This is an optimization exercise on Yosys and OpenROAD, whose aim is small area and a short achievable clock period, not a production implementation. In this exercise RTL edits were held to simulation tests only and were not proved equivalent to the original. Power figures rest on the tool's default switching activity, not on a simulated workload.

## lagoon
==> flow/design.v <==
module cmpshift(clk,a,b,ex,mx,my,sg,sx);
input clk;
input [31:0] a,b;
output reg [7:0] ex;
output reg [22:0] mx;
output reg [23:0] my;
output reg sg,sx;
wire [7:0] e1 = a[30:23];
wire [7:0] e2 = b[30:23];
wire [8:0] d12 = {1'b0,e1} - {1'b0,e2};
wire [7:0] d21 = e2 - e1;
wire ge = ~d12[8];
wire [7:0] diff = ge ? d12[7:0] : d21;
wire [23:0] ms = ge ? {1'b1,b[22:0]} : {1'b1,a[22:0]};
wire big = (|diff[7:5]) | (diff[4] & diff[3]);
wire [23:0] sh = ms >> diff[4:0];
always @(posedge clk) begin
  ex <= (ge ? e1 : e2) + 8'h81;
  mx <= ge ? a[22:0] : b[22:0];
  my <= big ? 24'd0 : sh;
  sg <= ge ? a[31] : b[31];
  sx <= a[31] ^ b[31];
end
endmodule
module faddsub(clk,ex,mx,my,sg,sx,t,ex_o,sg_o);
input clk;
input [7:0] ex;
input [22:0] mx;
input [23:0] my;
input sg,sx;
output reg [23:0] t;
output reg [7:0] ex_o;
output reg sg_o;
wire [24:0] sum = {2'b01,mx} + {1'b0,my};
wire neg = sum[24] & sx;
reg [24:0] low;
integer i;
always @* begin
  low[0] = 1'b0;
  for (i = 1; i < 25; i = i + 1)
    low[i] = low[i-1] | sum[i-1];
end
wire [24:0] m = sum ^ ({25{neg}} & low);
always @(posedge clk) begin
  t <= m[24:1];
  ex_o <= ex;
  sg_o <= sg ^ neg;
end
endmodule
module buffer2(clk,t,ex,sg,q);
input clk;
input [23:0] t;
input [7:0] ex;
input sg;
output reg [31:0] q;
wire z4 = ~|t[23:20];
wire [23:0] t3 = z4 ? {t[19:0],4'd0} : t;
wire z2 = ~|t3[23:22];
wire [23:0] t4 = z2 ? {t3[21:0],2'd0} : t3;
wire z1 = ~t4[23];
wire [22:0] t5 = z1 ? t4[21:0] << 1 : t4[22:0];
always @(posedge clk)
  q <= {sg, ex - {5'd0,z4,z2,z1}, t5};
endmodule
module normalized(clk,t,ex,sg,t_o,ex_o,sg_o);
input clk;
input [23:0] t;
input [7:0] ex;
input sg;
output reg [23:0] t_o;
output reg [7:0] ex_o;
output reg sg_o;
wire z16 = ~|t[23:8];
wire [23:0] t1 = z16 ? {t[7:0],16'd0} : t;
wire z8 = ~|t1[23:16];
wire [23:0] t2 = z8 ? {t1[15:0],8'd0} : t1;
always @(posedge clk) begin
  t_o <= t2;
  ex_o <= {ex[7:3] - {3'd0,z16,z8}, ex[2:0]};
  sg_o <= sg;
end
endmodule
module fpadd(a,b,clk,out);
input [31:0] a,b;
input clk;
output [31:0] out;
reg [31:0] ra, rb;
always @(posedge clk) begin
  ra <= a;
  rb <= b;
end
wire [7:0] ex2;
wire [22:0] mx2;
wire [23:0] my2;
wire sg2, sx2;
cmpshift u_cmp(.clk(clk), .a(ra), .b(rb), .ex(ex2), .mx(mx2), .my(my2), .sg(sg2), .sx(sx2));
wire [23:0] t3;
wire [7:0] ex3;
wire sg3;
faddsub u_add(.clk(clk), .ex(ex2), .mx(mx2), .my(my2), .sg(sg2), .sx(sx2), .t(t3), .ex_o(ex3), .sg_o(sg3));
wire [23:0] t4;
wire [7:0] ex4;
wire sg4;
normalized u_norm(.clk(clk), .t(t3), .ex(ex3), .sg(sg3), .t_o(t4), .ex_o(ex4), .sg_o(sg4));
buffer2 u_out(.clk(clk), .t(t4), .ex(ex4), .sg(sg4), .q(out));
endmodule
Settings: LEC_CHECK=0, ABC_AREA=1, CAP_MARGIN=20, CORE_MARGIN=2, CORE_UTILIZATION=40, SLEW_MARGIN=20; clock period 13.0 ns.
standard.sh (not shown) runs the stock make flow with config.mk's settings and CLKGATE_MAP_FILE= SYNTH_SCRIPT=/design/flow/synth_recipe.tcl, a recipe that flattens the netlist after the stock synthesis.
==> flow/flow/run.sh <==
#!/bin/bash
# Standard ORFS layout, with plain buffers (not delay cells) on the ports.
set -euo pipefail
export BUFFER_PORTS_ARGS="-buffer_cell sky130_fd_sc_hd__buf_2"
bash standard.sh > standard.log 2>&1
Setup changes, lagoon to violet
diff --git a/flow/design.v b/flow/design.v
--- a/flow/design.v
+++ b/flow/design.v
@@ -1,26 +1,26 @@
-module cmpshift(clk,a,b,ex,mx,my,sg,sx);
+module cmpshift(clk,a,b,ge_m,ge_x,ex,mx,my,sg,sx);
 input clk;
 input [31:0] a,b;
+input ge_m,ge_x;
 output reg [7:0] ex;
 output reg [22:0] mx;
 output reg [23:0] my;
 output reg sg,sx;
 wire [7:0] e1 = a[30:23];
 wire [7:0] e2 = b[30:23];
-wire [8:0] d12 = {1'b0,e1} - {1'b0,e2};
+wire [7:0] d12 = e1 - e2;
 wire [7:0] d21 = e2 - e1;
-wire ge = ~d12[8];
-wire [7:0] diff = ge ? d12[7:0] : d21;
-wire [23:0] ms = ge ? {1'b1,b[22:0]} : {1'b1,a[22:0]};
+wire [7:0] diff = ge_x ? d12 : d21;
+wire [23:0] ms = ge_m ? {1'b1,b[22:0]} : {1'b1,a[22:0]};
 wire big = (|diff[7:5]) | (diff[4] & diff[3]);
 wire [23:0] sh = ms >> diff[4:0];
 always @(posedge clk) begin
-  ex <= (ge ? e1 : e2) + 8'h81;
-  mx <= ge ? a[22:0] : b[22:0];
+  ex <= (ge_x ? e1 : e2) + 8'h81;
+  mx <= ge_x ? a[22:0] : b[22:0];
   my <= big ? 24'd0 : sh;
-  sg <= ge ? a[31] : b[31];
+  sg <= ge_x ? a[31] : b[31];
   sx <= a[31] ^ b[31];
 end
 endmodule
 module faddsub(clk,ex,mx,my,sg,sx,t,ex_o,sg_o);
 input clk;
@@ -51,18 +51,18 @@
 input clk;
 input [23:0] t;
 input [7:0] ex;
 input sg;
 output reg [31:0] q;
-wire z4 = ~|t[23:20];
-wire [23:0] t3 = z4 ? {t[19:0],4'd0} : t;
-wire z2 = ~|t3[23:22];
-wire [23:0] t4 = z2 ? {t3[21:0],2'd0} : t3;
-wire z1 = ~t4[23];
-wire [22:0] t5 = z1 ? t4[21:0] << 1 : t4[22:0];
+wire [7:0] h = t[23:16];
+wire [2:0] lz;
+assign lz[2] = ~|h[7:4];
+assign lz[1] = lz[2] ? ~|h[3:2] : ~|h[7:6];
+assign lz[0] = lz[2] ? (lz[1] ? ~h[1] : ~h[3]) : (lz[1] ? ~h[5] : ~h[7]);
+wire [23:0] tn = t << lz;
 always @(posedge clk)
-  q <= {sg, ex - {5'd0,z4,z2,z1}, t5};
+  q <= {sg, ex - {5'd0,lz}, tn[22:0]};
 endmodule
 module normalized(clk,t,ex,sg,t_o,ex_o,sg_o);
 input clk;
 input [23:0] t;
 input [7:0] ex;
@@ -83,19 +83,22 @@
 module fpadd(a,b,clk,out);
 input [31:0] a,b;
 input clk;
 output [31:0] out;
 reg [31:0] ra, rb;
+reg ge_m, ge_x;
 always @(posedge clk) begin
   ra <= a;
   rb <= b;
+  ge_m <= a[30:23] >= b[30:23];
+  ge_x <= ~(b[30:23] > a[30:23]);
 end
 wire [7:0] ex2;
 wire [22:0] mx2;
 wire [23:0] my2;
 wire sg2, sx2;
-cmpshift u_cmp(.clk(clk), .a(ra), .b(rb), .ex(ex2), .mx(mx2), .my(my2), .sg(sg2), .sx(sx2));
+cmpshift u_cmp(.clk(clk), .a(ra), .b(rb), .ge_m(ge_m), .ge_x(ge_x), .ex(ex2), .mx(mx2), .my(my2), .sg(sg2), .sx(sx2));
 wire [23:0] t3;
 wire [7:0] ex3;
 wire sg3;
 faddsub u_add(.clk(clk), .ex(ex2), .mx(mx2), .my(my2), .sg(sg2), .sx(sx2), .t(t3), .ex_o(ex3), .sg_o(sg3));
 wire [23:0] t4;
--- outcome ---
Taking lagoon as the reference, in violet met2 usage in global routing higher; count of clock buffers in the final design higher; post-route worst setup slack higher; detailed placer's ending HPWL higher.
When violet is set beside lagoon, its number of global-route vias before repair turns out to be about 2.8% larger.
Run comparison: violet end point of the critical path out[24]; lagoon end point of the critical path u_cmp.my[0]
Comparing lagoon and violet, the lower number of synthesized register bits was measured on lagoon.
Between lagoon and violet, the portion of total power attributed to the clock network is higher for violet.

==> static timing again, ports no longer ideal <==
The flow's constraints put no driver on any port. The routed layouts listed below were extracted and timed again, unchanged, in two steps. Step 1 (the two cells are an assumption about what drives the block):
set clk [get_ports {clk}]
set_driving_cell -lib_cell sky130_fd_sc_hd__clkbuf_16 $clk
set_driving_cell -lib_cell sky130_fd_sc_hd__buf_2 [delete_from_list [all_inputs] $clk]
Step 2 adds t to the input delays and takes it off the output delays; t is the mean of the earliest and latest rising clock arrival at the registers after step 1. Input paths then give back, and output paths get back, about the clock's delay inside the block. Slacks: ideal ports / drivers / drivers and shift; pairs: ideal ports / drivers.
| run | t, ns | setup WS [ns] | worst setup path at the end | worst register clock-pin slew, ns | worst slew at a driven data input, ns |
|---|---|---|---|---|---|
| lagoon | 0.558 | 8.831 / 8.831 / 8.831 | register to register | 0.06 / 0.06 | 0.04 |
| violet | 0.555 | 9.463 / 9.418 / 9.370 | input to register | 0.06 / 0.06 | 0.03 |
After both steps every run listed still meets setup and hold. For violet, which loses most, drivers alone change the setup slack by -0.045 ns; drivers and shift together by -0.093 ns.
